This is an optimization exercise on Yosys and OpenROAD, whose aim is small area and a short achievable clock period, not a production implementation.
In this exercise RTL edits were held to simulation tests only and were not proved equivalent to the original.

Design dit_fft_8, start of the top module:
module dit_fft_8 (
    input [15:0] in0_r, in1_r, in2_r, in3_r, in4_r, in5_r, in6_r, in7_r,
    input [15:0] in0_i, in1_i, in2_i, in3_i, in4_i, in5_i, in6_i, in7_i,
    input clk, RST_N, write, start,
    output [15:0] out0_r, out1_r, out2_r, out3_r, out4_r, out5_r, out6_r, out7_r,
    output [15:0] out0_i, out1_i, out2_i, out3_i, out4_i, out5_i, out6_i, out7_i,
    output ready
);
Size in the first run: ~8600 cells after synthesis, about 1300 flip-flops, ~0.082 mm² of cells after synthesis.
Settings: LEC_CHECK=0, CAP_MARGIN=20, CORE_MARGIN=2, CORE_UTILIZATION=68, CTS_CLUSTER_DIAMETER=90, CTS_CLUSTER_SIZE=24, PLACE_DENSITY=0.78, SLEW_MARGIN=20; clock period 10.0 ns.
standard.sh (not shown) runs the stock make flow with config.mk's settings and CLKGATE_MAP_FILE= SYNTH_SCRIPT=/design/flow/synth_recipe.tcl, a recipe that flattens the netlist after the stock synthesis.
==> flow/flow/run.sh <==
#!/bin/bash
# Standard layout, with the resizer's setup repair aimed below the clock period
# so that it works on the paths that set the achieved period, plain buffers on
# the ports, and a clock tree without dummy loads.
set -euo pipefail
bash standard.sh SETUP_SLACK_MARGIN=6.2 "BUFFER_PORTS_ARGS=-buffer_cell sky130_fd_sc_hd__buf_1" \
  "CTS_ARGS=-sink_clustering_enable -repair_clock_nets -sink_clustering_size 24 -sink_clustering_max_diameter 90 -dont_use_dummy_load" \
  finish > standard.log 2>&1
Next try:
==> flow/flow/run.sh (replaced) <==
#!/bin/bash
# Standard layout, with the resizer's setup repair aimed below the clock period
# so that it works on the paths that set the achieved period, and plain
# buffers on the ports.
set -euo pipefail
bash standard.sh SETUP_SLACK_MARGIN=6.4 "BUFFER_PORTS_ARGS=-buffer_cell sky130_fd_sc_hd__buf_2" finish > standard.log 2>&1
CORE_UTILIZATION = 60   (was 68)
PLACE_DENSITY = 0.7   (was 0.78)
After rerunning: The new run ran to the end with no violations. Routed wire length rose by a few percent. Fmax came out higher slightly. Die area rose by roughly a tenth. Worst setup slack is better by 0.032 ns. Register-to-register slack improved by 0.19 ns. Synthesized area does not change.
Next try:
==> flow/flow/run.sh (replaced) <==
#!/bin/bash
# Standard layout, with the resizer's setup repair aimed below the clock period
# so that it works on the paths that set the achieved period, plain buffers on
# the ports, and a clock tree without dummy loads.
set -euo pipefail
bash standard.sh SETUP_SLACK_MARGIN=6.0 "BUFFER_PORTS_ARGS=-buffer_cell sky130_fd_sc_hd__buf_1" \
  "CTS_ARGS=-sink_clustering_enable -repair_clock_nets -sink_clustering_size 24 -sink_clustering_max_diameter 90 -dont_use_dummy_load" \
  finish > standard.log 2>&1
CORE_UTILIZATION = 68   (was 60)
PLACE_DENSITY = 0.78   (was 0.7)
Outcome:
- The new run completed without violations
- critical path depth decreases by 1
- non-clock buffer count decreases by 80
- worst hold slack is better by 0.0048 ns
- synthesized cell count is unchanged
- worst setup slack is worse by 0.21 ns
- synthesized area is unchanged
- cell area is lower by a few percent
- final cell count went down by a few percent
- register-to-register slack is worse by 0.41 ns
Next try:
==> flow/flow/run.sh (replaced) <==
#!/bin/bash
# Standard layout, with the resizer's setup repair aimed below the clock period
# so that it works on the paths that set the achieved period, and plain
# buffers on the ports.
set -euo pipefail
bash standard.sh SETUP_SLACK_MARGIN=6.1 "BUFFER_PORTS_ARGS=-buffer_cell sky130_fd_sc_hd__buf_2" finish > standard.log 2>&1
CORE_UTILIZATION = 55   (was 68)
CTS_BUF_LIST = sky130_fd_sc_hd__clkbuf_8   (was default)
CTS_CLUSTER_DIAMETER = default   (was 90)
CTS_CLUSTER_SIZE = default   (was 24)
PLACE_DENSITY = 0.65   (was 0.78)
The new run ran to the end with no violations.
Die area came out higher by 23%.
Synthesized cell count is unchanged.
Utilization went down by 11 points.
Sequential share of layout area went down by 1.5 points.
Non-clock buffer count came out lower by 3.
Hold slack is worse by 0.017 ns.
Next try:
==> flow/flow/run.sh (replaced) <==
#!/bin/bash
# Standard layout, with the resizer's setup repair aimed below the clock period
# so that it works on the paths that set the achieved period, plain buffers on
# the ports, and a clock tree without dummy loads.
set -euo pipefail
bash standard.sh SETUP_SLACK_MARGIN=6.2 "BUFFER_PORTS_ARGS=-buffer_cell sky130_fd_sc_hd__buf_1" \
  "CTS_ARGS=-sink_clustering_enable -repair_clock_nets -sink_clustering_size 24 -sink_clustering_max_diameter 90 -dont_use_dummy_load" \
  finish > standard.log 2>&1
CORE_UTILIZATION = 74   (was 55)
CTS_BUF_LIST = default   (was sky130_fd_sc_hd__clkbuf_8)
CTS_CLUSTER_DIAMETER = 90   (was default)
CTS_CLUSTER_SIZE = 24   (was default)
PLACE_DENSITY = 0.84   (was 0.65)
The new run completed without violations.
Cell count falls by about 7%.
Worst hold slack gets worse by 0.042 ns.
Synthesized cell count is unchanged.
Worst setup slack gets worse by 0.13 ns.
Routed wire length rises by about 2%.
Final area falls by about 3.7%.
Sequential share of layout area rises by 1.2 points.

==> afterwards: timing with drivers on the ports <==
Ports are ideal in the flow. The routed layouts listed here were re-timed in OpenROAD. Step 1, drivers: a clkbuf_16 drives clk and a buf_2 each remaining input, both assumed. Step 2, shift: input delay + t, output delay - t, t = (earliest + latest rising clock arrival at the registers) / 2. This alone moves slack from input paths to output paths. Slacks: ideal ports / drivers / drivers and shift; pairs: ideal ports / drivers.
run | t, ns | setup slack, ns | clock arrival spread, ns | worst register clock-pin slew, ns | cell pins on the clock port's net
the first run | 0.740 | 6.241 / 6.284 / 5.547 | 0.087 / 0.087 | 0.10 / 0.10 | 1
the second run | 0.774 | 6.273 / 6.258 / 5.484 | 0.043 / 0.043 | 0.11 / 0.11 | 1
the third run | 0.736 | 6.060 / 6.060 / 5.381 | 0.071 / 0.071 | 0.09 / 0.09 | 1
the fourth run | 1.010 | 6.253 / 6.208 / 5.349 | 0.067 / 0.067 | 0.07 / 0.07 | 1
the fifth run | 0.730 | 6.124 / 6.163 / 5.433 | 0.084 / 0.083 | 0.10 / 0.10 | 1
After both steps every run listed still meets setup and hold. For the fourth run, which loses most, drivers alone change the setup slack by -0.045 ns; drivers and shift together by -0.904 ns.
